Context: an optimization exercise on an open-source flow, tuned for small area. The choices shown serve that exercise and are no tape-out recipe.
At most, simulation tests tie the RTL to the original design; equivalence was not proved.

## inc_cond_mppt
module inc_cond_mppt (
    input wire clk,
    input wire reset,
    input wire start,
    input wire [15:0] voltage_in,
    input wire [15:0] current_in,
    output wire [15:0] duty_cycle,
    output reg mpp_found,
    output wire [15:0] power_out
);
clock: 10.0 ns
lec_check: 0
cap_margin: 20
core_margin: 2
core_utilization: 40
slew_margin: 20
standard.sh (not shown) runs the stock make flow with config.mk's settings and CLKGATE_MAP_FILE= SYNTH_SCRIPT=/design/flow/synth_recipe.tcl, a recipe that flattens the netlist after the stock synthesis.
==> flow/flow/run.sh <==
#!/bin/bash
# Layout flow: the standard ORFS flow, except that
#  - the adder cells mfa/mha of the RTL are mapped straight onto the
#    sky130 full/half adder cells (map.py), and Yosys's own full-adder
#    extraction is off (the design's adders are already explicit),
#  - ABC uses an area-oriented mapping script (abc.script),
#  - port buffers use the smallest buffer cell.
# Each tool's output goes to a log in this folder (make.log, orfs/logs/).
set -euo pipefail
W=$(pwd)
F=$W/flow
python3 $F/map.py $W/design.v $W/design_mapped.v
sed "s#^\(\s*\)log_cmd abc {\*}\$abc_args#\1log_cmd abc {*}[lreplace \$abc_args 1 1 $F/abc.script]#" \
  $FLOW_HOME/scripts/synth.tcl > $W/flow_synth.tcl
grep -q "lreplace" $W/flow_synth.tcl
sed "s#source \$::env(SCRIPTS_DIR)/synth.tcl#source $W/flow_synth.tcl#" $W/synth_recipe.tcl > $W/flow_synth_recipe.tcl
grep -q "flow_synth.tcl" $W/flow_synth_recipe.tcl
sed "s#^export VERILOG_FILES = .*#export VERILOG_FILES = $W/design_mapped.v#" $W/config.mk > $W/flow_config.mk
source $F/settings.sh
make -C $FLOW_HOME DESIGN_CONFIG=$W/flow_config.mk WORK_HOME=$W/orfs CLKGATE_MAP_FILE= \
  SYNTH_SCRIPT=$W/flow_synth_recipe.tcl ADDER_MAP_FILE= \
  "${MAKE_ARGS[@]}" finish > $W/make.log 2>&1
: # left out here: write the final layout as DEF
==> flow/flow/abc.script <==
strash
dch -f
map -a
topo
stime -c
==> flow/flow/map.py <==
#!/usr/bin/env python3
# Replace the bodies of the adder modules mfa/mha with sky130 cells.
import re, sys
src = open(sys.argv[1]).read()
cells = {
    'mfa': "  sky130_fd_sc_hd__fa_1 u (.A(a), .B(b), .CIN(c), .SUM(s), .COUT(co));\n",
    'mha': "  sky130_fd_sc_hd__ha_1 u (.A(a), .B(b), .SUM(s), .COUT(co));\n",
}
def rep(m):
    name, ports = m.group(1), m.group(2)
    if name in cells:
        return f"module {name}({ports});\n{cells[name]}endmodule"
    return m.group(0)
out = re.sub(r"module\s+(\w+)\s*\(([^;]*?)\);(.*?)endmodule", rep, src, flags=re.S)
open(sys.argv[2], 'w').write(out)
==> flow/flow/place_pre.tcl <==
# Buffer every input and output port (as the standard flow does), with a
# buffer cell sized for each side: inputs drive many loads, outputs one pin.
buffer_ports -inputs -buffer_cell sky130_fd_sc_hd__buf_1
buffer_ports -outputs -buffer_cell sky130_fd_sc_hd__buf_1
==> flow/flow/settings.sh <==
MAKE_ARGS=(CAP_MARGIN=20 CORE_MARGIN=2 CORE_UTILIZATION=40 SLEW_MARGIN=20
DONT_BUFFER_PORTS=1 PRE_GLOBAL_PLACE_TCL=$F/place_pre.tcl
"MIN_BUF_CELL_AND_PORTS=sky130_fd_sc_hd__buf_1 A X"
"GPL_TIMING_DRIVEN=0"
"CTS_BUF_LIST=sky130_fd_sc_hd__clkbuf_8"
"SYNTH_INSBUF=0"
"RECOVER_POWER=100"
)
Change:
--- a/flow/flow/settings.sh
+++ b/flow/flow/settings.sh
@@ -5 +5 @@
-"CTS_BUF_LIST=sky130_fd_sc_hd__clkbuf_8"
+"CTS_ARGS=-sink_clustering_enable -repair_clock_nets -sink_clustering_size 50 -sink_clustering_max_diameter 500 -buf_list sky130_fd_sc_hd__clkbuf_16 -root_buf sky130_fd_sc_hd__clkbuf_16"
@@ -7 +6,0 @@
-"RECOVER_POWER=100"
=> Worst setup slack loses 0.066 ns; hold slack loses 0.0042 ns; cell area went up slightly; area after synthesis stays the same; count of clock-buffer cells in the layout went up by 1; via count stays flat.
Change:
==> flow/flow/settings.sh (replaced) <==
MAKE_ARGS=(CAP_MARGIN=20 CORE_MARGIN=2 CORE_UTILIZATION=40 SLEW_MARGIN=20
DONT_BUFFER_PORTS=1 PRE_GLOBAL_PLACE_TCL=$F/place_pre.tcl
"MIN_BUF_CELL_AND_PORTS=sky130_fd_sc_hd__buf_1 A X"
"GPL_TIMING_DRIVEN=0"
"CTS_BUF_LIST=sky130_fd_sc_hd__clkbuf_8"
"SYNTH_INSBUF=0"
"SETUP_SLACK_MARGIN=-0.15"
)
Result: Sequential share of layout area went up by 0.18 points. Via count stays flat. Utilization went down by 0.62 points. Fmax went down slightly. Area after synthesis does not change.
Change:
==> flow/flow/abc.script (replaced) <==
strash
dch
map -a
topo
stime -c
--- a/flow/flow/settings.sh
+++ b/flow/flow/settings.sh
@@ -7 +6,0 @@
-"SETUP_SLACK_MARGIN=-0.15"
Synthesized area is higher by 0.36%.
Worst setup slack gets better by 0.23 ns.
Global-route usage hardly moves.
Change:
==> flow/flow/abc.script (replaced) <==
strash
dch -f
map -a
topo
stime -c
--- a/flow/flow/settings.sh
+++ b/flow/flow/settings.sh
@@ -6,0 +7 @@
+"SETUP_SLACK_MARGIN=-0.25"
Result:
- register-to-register slack degrades by 3.1 ns
- routed wire length goes down by 0.53%
- design area goes down by 1.4%
- worst setup slack degrades by 0.32 ns
- hold slack barely changes
- count of clock-buffer cells in the layout is unchanged
Change:
--- a/flow/flow/settings.sh
+++ b/flow/flow/settings.sh
@@ -7 +6,0 @@
-"SETUP_SLACK_MARGIN=-0.25"
After rerunning: Fmax goes up by 2.6%. Final area goes up by about 0.8%. Die area is unchanged.

---

Another version of the RTL of inc_cond_mppt (not shown whole).
Size: about 45 flip-flops, roughly 68 I/O pins, ~7000 µm² of cells after synthesis.
## inc_cond_mppt
module inc_cond_mppt (
    input wire clk,
    input wire reset,
    input wire start,
    input wire [15:0] voltage_in,
    input wire [15:0] current_in,
    output wire [15:0] duty_cycle,
    output reg mpp_found,
    output wire [15:0] power_out
);
Settings: LEC_CHECK=0, CAP_MARGIN=20, CORE_MARGIN=2, CORE_UTILIZATION=40, SLEW_MARGIN=20; clock period 10.0 ns.
==> flow/flow/abc.script <==
strash
&get -n
&fraig -x
&put
scorr
dc2
strash
&get -n
&dch -f
&nf
&put
topo
stime -c
==> flow/flow/settings.sh <==
MAKE_ARGS=(CAP_MARGIN=20 CORE_MARGIN=2 CORE_UTILIZATION=40 SLEW_MARGIN=20
"BUFFER_PORTS_ARGS=-buffer_cell sky130_fd_sc_hd__buf_2"
"CTS_BUF_LIST=sky130_fd_sc_hd__clkbuf_8"
"MIN_BUF_CELL_AND_PORTS=sky130_fd_sc_hd__buf_1 A X"
)
Scripts as last shown in full above: flow/flow/run.sh, flow/flow/map.py
Next try:
==> flow/flow/place_pre.tcl (new file) <==
# Buffer every input and output port (as the standard flow does), with a
# buffer cell sized for each side: inputs drive many loads, outputs one pin.
buffer_ports -inputs -buffer_cell sky130_fd_sc_hd__buf_2
buffer_ports -outputs -buffer_cell sky130_fd_sc_hd__buf_1
==> flow/flow/settings.sh (replaced) <==
MAKE_ARGS=(CAP_MARGIN=20 CORE_MARGIN=2 CORE_UTILIZATION=40 SLEW_MARGIN=20
DONT_BUFFER_PORTS=1 PRE_GLOBAL_PLACE_TCL=$F/place_pre.tcl
"MIN_BUF_CELL_AND_PORTS=sky130_fd_sc_hd__buf_1 A X"
"GPL_TIMING_DRIVEN=0"
"CTS_BUF_LIST=sky130_fd_sc_hd__clkbuf_8"
)
Outcome:
- clock skew is lower by 0.0058 ns
- cell count is lower by 1.1%
- clock-buffer cell count is lower by 1
- die area is unchanged
- register-to-register slack improved by 0.20 ns
- synthesized cell count does not change
Next try:
==> flow/flow/settings.sh (replaced) <==
MAKE_ARGS=(CAP_MARGIN=20 CORE_MARGIN=2 CORE_UTILIZATION=40 SLEW_MARGIN=20
"BUFFER_PORTS_ARGS=-buffer_cell sky130_fd_sc_hd__buf_2"
"CTS_BUF_LIST=sky130_fd_sc_hd__clkbuf_8"
"MIN_BUF_CELL_AND_PORTS=sky130_fd_sc_hd__buf_1 A X"
"GPL_TIMING_DRIVEN=0"
)
removed: flow/flow/place_pre.tcl
Non-clock buffer count does not change.
Wire length grows by 1.0%.
Hold slack improves by 0.0046 ns.
Fmax hardly moves.
Setup slack improves by 0.015 ns.
Core utilization grows by 0.28 points.
No run of this note included a check of the RTL's function; only the layout flow was run.

---

inc_cond_mppt, a different RTL version from the one above (not shown whole).
For scale: ~640 cells after synthesis, about 68 I/O pins, roughly 0.0057 mm2 of cells after synthesis.
clock: 10.0 ns
lec_check: 0
cap_margin: 20
core_margin: 2
core_utilization: 40
slew_margin: 20
==> flow/flow/run.sh <==
#!/bin/bash
# Layout flow: the standard ORFS flow, except that
#  - the cell modules of the RTL (mfa/mha adders, cx_a222oi selectors) are
#    mapped straight onto the sky130 cells (map.py), and Yosys's own
#    full-adder extraction is off (the design's adders are already explicit),
#  - ABC uses an area-oriented mapping script (abc.script), except for the
#    3a adder of the multiplier (module a3add), which is kept apart until
#    after mapping and mapped for delay (abc_a3.script),
#  - port buffers use the smallest buffer cell.
# Each tool's output goes to a log in this folder (make.log, orfs/logs/).
set -euo pipefail
W=$(pwd)
F=$W/flow
python3 $F/map.py $W/design.v $W/design_mapped.v
sed "s#^\(\s*\)log_cmd abc {\*}\$abc_args#\1log_cmd abc {*}[lreplace \$abc_args 1 1 $F/abc.script] $FLOW_TOP\n\1log_cmd abc {*}[lreplace \$abc_args 1 1 $F/abc_a3.script] a3add#" \
  $FLOW_HOME/scripts/synth.tcl > $W/flow_synth.tcl
grep -q "abc_a3.script" $W/flow_synth.tcl
sed "s#source \$::env(SCRIPTS_DIR)/synth.tcl#source $W/flow_synth.tcl#" $W/synth_recipe.tcl > $W/flow_synth_recipe.tcl
grep -q "flow_synth.tcl" $W/flow_synth_recipe.tcl
sed "s#^export VERILOG_FILES = .*#export VERILOG_FILES = $W/design_mapped.v#" $W/config.mk > $W/flow_config.mk
source $F/settings.sh
make -C $FLOW_HOME DESIGN_CONFIG=$W/flow_config.mk WORK_HOME=$W/orfs CLKGATE_MAP_FILE= \
  SYNTH_SCRIPT=$W/flow_synth_recipe.tcl ADDER_MAP_FILE= SYNTH_KEEP_MODULES=a3add \
  "${MAKE_ARGS[@]}" finish > $W/make.log 2>&1
: # left out here: write the final layout as DEF
==> flow/flow/abc.script <==
strash
dch -f
amap
topo
stime -c
==> flow/flow/abc_a3.script <==
strash
dch
map -D 1200
topo
stime -c
==> flow/flow/settings.sh <==
MAKE_ARGS=(CAP_MARGIN=20 CORE_MARGIN=2 CORE_UTILIZATION=40 SLEW_MARGIN=20
DONT_BUFFER_PORTS=1 PRE_GLOBAL_PLACE_TCL=$F/place_pre.tcl
"MIN_BUF_CELL_AND_PORTS=sky130_fd_sc_hd__buf_1 A X"
"GPL_TIMING_DRIVEN=0"
"CTS_BUF_LIST=sky130_fd_sc_hd__clkbuf_8"
"SYNTH_INSBUF=0"
"CELL_PAD_IN_SITES_DETAIL_PLACEMENT=1"
"CELL_PAD_IN_SITES_GLOBAL_PLACEMENT=1"
"SETUP_SLACK_MARGIN=-0.25"
)
Other scripts of this flow, unchanged in this note and not shown: flow/flow/map.py, flow/flow/place_pre.tcl
==> next run, changes <==
==> flow/flow/abc.script (replaced) <==
strash
dch
map -a
topo
stime -c
After rerunning:
- area after synthesis barely changes
- non-clock buffer count rises by 4
- cell area increases slightly
- fmax falls slightly
- cell count came out lower slightly
- global-route usage rises by 1.1 points
- via count shrinks slightly
- flip-flop and latch count does not change
- setup slack gets worse by 47 ps
==> next run, changes <==
==> flow/flow/abc.script (replaced) <==
strash
dch -f
map -a
topo
stime -c
--- a/flow/flow/settings.sh
+++ b/flow/flow/settings.sh
@@ -8,3 +8,3 @@
 "CELL_PAD_IN_SITES_GLOBAL_PLACEMENT=1"
-"SETUP_SLACK_MARGIN=-0.25"
+"SETUP_SLACK_MARGIN=-0.15"
 )
Effect: Synthesized cell count went up by about 6%. Cell count went up by 4.3%. Clock-buffer cell count stays the same. Synthesized area went up by 2.1%. Utilization went down by 1.0 points. Maximum frequency went up by 1.1%. Setup slack improves by 110 ps.
==> next run, changes <==
--- a/flow/flow/settings.sh
+++ b/flow/flow/settings.sh
@@ -7,3 +7,2 @@
 "CELL_PAD_IN_SITES_DETAIL_PLACEMENT=1"
-"CELL_PAD_IN_SITES_GLOBAL_PLACEMENT=1"
 "SETUP_SLACK_MARGIN=-0.15"
=> The new run finished with timing, DRC and antenna clean; routed wire length went down by 3.6%; final area is higher by 0.49%; maximum frequency falls by 0.74%; cell count rises by 0.43%; die area stays the same; non-clock buffer count grows by 4; global-route usage drops by 0.93 points; worst setup slack degrades by 72 ps; flip-flop and latch count stays the same; utilization rises by 0.23 points.
==> next run, changes <==
==> flow/flow/abc_a3.script (replaced) <==
strash
dch
map -D 1000
topo
stime -c
--- a/flow/flow/settings.sh
+++ b/flow/flow/settings.sh
@@ -7,3 +7,4 @@
 "CELL_PAD_IN_SITES_DETAIL_PLACEMENT=1"
-"SETUP_SLACK_MARGIN=-0.15"
+"CELL_PAD_IN_SITES_GLOBAL_PLACEMENT=1"
+"SETUP_SLACK_MARGIN=-0.25"
 )
Result: Count of clock-buffer cells in the layout climbs by 1; utilization climbs by 0.19 points; non-clock buffer count climbs by 1; via count drops by 2.2%; design area climbs by 0.41%; worst setup slack loses 91 ps; first-iteration DRC count drops by 24%; cell count barely changes; sequential share of layout area is about the same.

## separate check: timing with driven ports
No port has a modelled driver above. Below, the same layouts with a new extraction and two added sets of constraints. Step 1 sets driving cells, clkbuf_16 on the clock port and buf_2 on the other inputs (assumed; they add their load-dependent delay and slew). Step 2 adds t to the input delays and takes it off the output delays; t is the mean of the earliest and latest rising clock arrival at the registers after step 1. Input paths then give back, and output paths get back, about the clock's delay inside the block. a / b / c = no drivers / after step 1 / after step 2; a / b = the first two.
| run | shift t [ns] | setup WS [ns] | slew at the worst register clock pin (ns) | cell pins on the clock port's net |
|---|---|---|---|---|
| the first run of note 1 | 0.321 | 0.413 / 0.381 / 0.261 | 0.09 / 0.09 | 1 |
| the second run of note 1 | 0.311 | 0.347 / 0.325 / 0.325 | 0.06 / 0.06 | 1 |
| the third run of note 1 | 0.320 | 0.248 / 0.227 / 0.227 | 0.09 / 0.09 | 1 |
| the fourth run of note 1 | 0.321 | 0.475 / 0.443 / 0.443 | 0.08 / 0.08 | 1 |
| the fifth run of note 1 | 0.318 | 0.160 / 0.122 / 0.122 | 0.09 / 0.09 | 1 |
| the sixth run of note 1 | 0.321 | 0.405 / 0.374 / 0.263 | 0.09 / 0.09 | 1 |
| the first run of note 2 | 0.315 | 0.512 / 0.491 / 0.491 | 0.09 / 0.09 | 1 |
| the second run of note 2 | 0.322 | 0.480 / 0.453 / 0.453 | 0.08 / 0.08 | 1 |
| the third run of note 2 | 0.322 | 0.495 / 0.473 / 0.473 | 0.08 / 0.08 | 1 |
| the first run of note 3 | 0.349 | 0.218 / 0.195 / 0.195 | 0.09 / 0.09 | 1 |
| the second run of note 3 | 0.332 | 0.171 / 0.147 / 0.147 | 0.10 / 0.10 | 1 |
| the third run of note 3 | 0.325 | 0.280 / 0.251 / 0.251 | 0.09 / 0.09 | 1 |
| the fourth run of note 3 | 0.339 | 0.208 / 0.188 / 0.188 | 0.09 / 0.09 | 1 |
| the fifth run of note 3 | 0.319 | 0.116 / 0.093 / 0.093 | 0.09 / 0.09 | 1 |
After both steps setup and hold are still met in every run listed. For the first run of note 1, which loses most, drivers alone change the setup slack by -0.032 ns; drivers and shift together by -0.152 ns.
